What follows belongs to an exercise in optimizing a design on an open flow for small area; a production flow would make more cautious choices. Where RTL was checked, it was by simulation tests only, not by an equivalence proof against the original. The flow treats the clock pin as an ideal source, which a real chip does not have. Power is estimated from default activity; no workload was simulated.

== maple ==
==> module Basys3_Abacus_Top, before the edit <==
module Basys3_Abacus_Top(
    input clk,
    input rst,
    input btnC,
    input btnR,
    input btnU,
    input [15:0] sw,
    output [6:0] seg,
    output dp,
    output [3:0] an,
    output [15:0] led
);
reg [4:0] c;
reg [6:0] u;
always @(posedge clk) begin
    if (rst) c <= 5'd0;
    else c <= c + 5'd1;
end
always @(posedge clk) begin
    if (rst) u <= 7'b0000001;
    else if (c[2:0] == 3'd7) u <= (u == 7'b1110000) ? 7'b0000001 : {u[5:0], u[6] ^ u[5]};
end
wire slow_tick = (c == 5'd16);    
wire deb_new   = (c == 5'd17);    
wire set_pulse = (c == 5'd18);    
wire sec_tick  = (u == 7'b1000100) && (c[2:0] == 3'd4);    
reg [1:0] qc, qr, qu;
reg qc3, qr3, qu3;
always @(posedge clk) begin
    if (rst) begin
        qc <= 2'd0; qr <= 2'd0; qu <= 2'd0;
    end else if (slow_tick) begin
        qc <= {qc[0], btnC};
        qr <= {qr[0], btnR};
        qu <= {qu[0], btnU};
    end
end
always @(posedge clk) begin
    if (slow_tick) begin
        qr3 <= qr[1]; qu3 <= qu[1];
    end
end
always @(posedge clk) qc3 <= qc[1];
wire degC = qc[1] & ~qc3;    
wire degR = qr[1] & ~qr3;
wire degU = qu[1] & ~qu3;
wire set_time_mode = sw[1] & ~sw[0];
reg sel;
always @(posedge clk) begin
    if (rst) sel <= 1'b0;
    else if (degR & deb_new) sel <= ~sel;
end
wire sel_prev = sel ^ degR;
wire set_minutes = set_pulse & degU & sel_prev;
wire set_hours   = set_pulse & degU & ~sel_prev;
reg [5:0] sec, mn;
reg [4:0] hr;
reg sec_roll, mn_roll, mn_prev, hr_prev;
always @(posedge clk) begin
    if (rst) begin
        sec <= 6'd0; sec_roll <= 1'b0;
    end else if (sec_tick) begin
        if (sec == 6'd59) begin sec <= 6'd0; sec_roll <= 1'b1; end
        else begin sec <= sec + 6'd1; sec_roll <= 1'b0; end
    end
end
wire mn_inc = set_time_mode ? set_minutes : sec_roll;
wire mn_tick = mn_inc & ~mn_prev;
always @(posedge clk) mn_prev <= mn_inc;
always @(posedge clk) begin
    if (rst) begin
        mn <= 6'd0; mn_roll <= 1'b0;
    end else begin
        if (mn_tick) begin
            if (mn == 6'd59) begin mn <= 6'd0; mn_roll <= 1'b1; end
            else begin mn <= mn + 6'd1; mn_roll <= 1'b0; end
        end
    end
end
wire hr_inc = set_time_mode ? set_hours : mn_roll;
wire hr_tick = hr_inc & ~hr_prev;
always @(posedge clk) hr_prev <= hr_inc;
always @(posedge clk) begin
    if (rst) begin
        hr <= 5'd0;
    end else begin
        if (hr_tick) hr <= (hr == 5'd23) ? 5'd0 : hr + 5'd1;
    end
end
assign led = {16{(mn == sw[9:4]) && ({1'b0, hr} == sw[15:10])}};
reg run;
always @(posedge clk) begin
    if (rst) run <= 1'b0;
    else if (degC & deb_new) run <= ~run;
end
wire sw_en = ~sw[1] & sw[0] & run;
reg [2:0] dcnt;
reg dtmp;
always @(posedge clk) begin
    if (rst) begin
        dcnt <= 3'd0; dtmp <= 1'b0;
    end else if (sw_en) begin
        if (dcnt == 3'd7) dcnt <= 3'd1;
        else if (dcnt == 3'd4) begin dcnt <= dtmp ? 3'd0 : 3'd7; dtmp <= ~dtmp; end
        else dcnt <= dcnt + 3'd1;
    end else if (dcnt == 3'd7) dcnt <= 3'd0;
end
wire ms_tick = (dcnt == 3'd7);
reg [6:0] ms, ss;
reg ss_tick;
always @(posedge clk) begin
    if (rst || degR) begin
        ms <= 7'd0; ss_tick <= 1'b0;
    end else begin
        ss_tick <= ms_tick && (ms == 7'd99);
        if (ms_tick) ms <= (ms == 7'd99) ? 7'd0 : ms + 7'd1;
    end
end
always @(posedge clk) begin
    if (rst || degR) ss <= 7'd0;
    else if (ss_tick) ss <= (ss == 7'd99) ? 7'd0 : ss + 7'd1;
end
wire [1:0] s = c[3:2];
reg [6:0] v;
always @(*) begin
    case (sw[1:0])
        2'b01: v = s[1] ? ss : ms;
        2'b11: v = 7'd0;
        default: v = btnC ? (s[1] ? 7'd0 : {1'b0, sec}) : (s[1] ? {2'b0, hr} : {1'b0, mn});
    endcase
end
wire [3:0] tens = v / 7'd10;
wire [3:0] ones = v % 7'd10;
reg [3:0] digit;
always @(posedge clk) begin
    if (rst) digit <= 4'd0;
    else digit <= s[0] ? tens : ones;
end
wire [6:0] a_to_g;
assign a_to_g[0] = (digit[0] & ~digit[1] & ~digit[2] & ~digit[3]) | (~digit[0] & ~digit[1] & digit[2]);
assign a_to_g[1] = (digit[0] & ~digit[1] & digit[2]) | (~digit[0] & digit[1] & digit[2]);
assign a_to_g[2] = (~digit[0] & digit[1] & ~digit[2]);
assign a_to_g[3] = (digit[0] & ~digit[1] & ~digit[2] & ~digit[3]) | (~digit[0] & ~digit[1] & digit[2]) | (digit[0] & digit[1] & digit[2]);
assign a_to_g[4] = (digit[0]) | (~digit[1] & digit[2]);
assign a_to_g[5] = (digit[0] & ~digit[2] & ~digit[3]) | (digit[1] & ~digit[2]) | (digit[0] & digit[1]);
assign a_to_g[6] = (~digit[1] & ~digit[2] & ~digit[3]) | (digit[0] & digit[1] & digit[2]);
assign seg = a_to_g;
assign dp = 1'b1;
assign an = ~(4'b0001 << s);
endmodule
==> flow/config.mk <==
export PLATFORM = sky130hd
export DESIGN_NAME = Basys3_Abacus_Top
export DESIGN_NICKNAME = Basys3_Abacus_Top
export VERILOG_FILES = /design/flow/design.v
export SDC_FILE = /design/flow/constraint.sdc
export NUM_CORES = 4
export LEC_CHECK = 0
export ABC_AREA = 1
export CAP_MARGIN = 20
export CORE_MARGIN = 2
export CORE_UTILIZATION = 75
export PLACE_DENSITY = 0.95
export SLEW_MARGIN = 20
==> flow/constraint.sdc <==
create_clock -name core_clock -period 10.0 [get_ports {clk}]
set_input_delay 2.0000 -clock core_clock [delete_from_list [all_inputs] [get_ports {clk}]]
set_output_delay 2.0000 -clock core_clock [all_outputs]
set_load 0.01 [all_outputs]
standard.sh (not shown) runs the stock make flow with config.mk's settings and CLKGATE_MAP_FILE= SYNTH_SCRIPT=/design/flow/synth_recipe.tcl, a recipe that flattens the netlist after the stock synthesis.
==> flow/flow/run.sh <==
#!/bin/bash
# Own layout flow: the standard synthesis, then the combinational logic re-mapped for
# area (registers untouched, equivalence proven by Yosys), then the standard layout.
set -euo pipefail
W=$PWD
R=$W/orfs/results/${FLOW_PLATFORM:-sky130hd}/Basys3_Abacus_Top/base
bash standard.sh synth > $W/standard_synth.log 2>&1
cp $R/1_2_yosys.v $W/std_netlist.v
if bash flow/reopt.sh $W/std_netlist.v $W/reopt_netlist.v $W/reopt > $W/reopt.log 2>&1 \
   && grep -q "Equivalence successfully proven" $W/reopt/equiv_yosys.log \
   && ! grep -q '\$' $W/reopt/reopt_stat.txt \
   && [[ ! -s $W/reopt/regs.diff ]]; then
  echo "using the re-mapped netlist" >> $W/reopt.log
  cp $W/reopt_netlist.v $R/1_2_yosys.v
  rm -f $R/1_synth.odb $R/1_synth.sdc
else
  echo "keeping the standard netlist" >> $W/reopt.log
fi
if [[ -f flow/cts_args ]]; then
  export CTS_ARGS="$(cat flow/cts_args)"
fi
if [[ -f flow/post_cts.tcl ]]; then
  export POST_CTS_TCL="$W/flow/post_cts.tcl"
fi
if [[ -f flow/port_buffer ]]; then
  export BUFFER_PORTS_ARGS="-buffer_cell $(cat flow/port_buffer)"
fi
bash standard.sh finish > $W/standard_finish.log 2>&1
Other scripts of this flow, unchanged in this note and not shown: flow/flow/area.abc, flow/flow/cts_args, flow/flow/dont_use.txt, flow/flow/port_buffer, flow/flow/post_cts.tcl, flow/flow/reopt.sh
### maple -> onyx
--- a/flow/design.v
+++ b/flow/design.v
@@ -47,15 +47,14 @@
 wire degU = qu[1] & ~qu3;
 wire set_time_mode = sw[1] & ~sw[0];
 reg sel;
 always @(posedge clk) begin
     if (rst) sel <= 1'b0;
-    else if (degR & deb_new) sel <= ~sel;
+    else if (degR & set_pulse) sel <= ~sel;
 end
-wire sel_prev = sel ^ degR;
-wire set_minutes = set_pulse & degU & sel_prev;
-wire set_hours   = set_pulse & degU & ~sel_prev;
+wire set_minutes = set_pulse & degU & sel;
+wire set_hours   = set_pulse & degU & ~sel;
 reg [5:0] sec, mn;
 reg [4:0] hr;
 reg sec_roll, mn_roll, mn_prev, hr_prev;
 always @(posedge clk) begin
     if (rst) begin
--- outcome ---
- [onyx] overall power after layout rose 1.4% relative to maple
- onyx ends up with a wire length of the first global-routing pass that is about 2.2% lower than in maple.
- Re routability congestion estimate from global placement: maple and onyx aren't equal, and the lower value belongs to maple.
- | share of cells above drive strength 1 | onyx vs maple | ≈ equal |
- Per the comparison of onyx with maple, hold slack fell 12 ps; multi-input gate count lost 1.5%; number of non-clock buffers in the layout held.
The RTL of maple was laid out without a check of its function.

[re-timing with driven ports]
No port has a modelled driver above. Below, the same layouts with a new extraction and two added sets of constraints. Step 1, drivers: a clkbuf_16 drives clk and a buf_2 each remaining input, both assumed. Step 2 times the ports against the registers' clock, not the clock port: input delays grow and output delays shrink by t, the midpoint of the rising clock arrivals with the driver on. Slacks: no drivers / after step 1 / after step 2; pairs: no drivers / after step 1.
| run | shift t [ns] | slack for setup (ns) | hold slack, ns | slew at the worst register clock pin (ns) |
|---|---|---|---|---|
| maple | 0.358 | 4.435 / 4.399 / 4.399 | 0.388 / 0.388 / 0.388 | 0.09 / 0.09 |
| onyx | 0.371 | 4.369 / 4.341 / 4.341 | 0.376 / 0.376 / 0.376 | 0.09 / 0.09 |
After both steps setup and hold are still met in every run listed. The setup slack of maple, which loses most, moves by -0.036 ns with the drivers and by -0.036 ns with both steps.
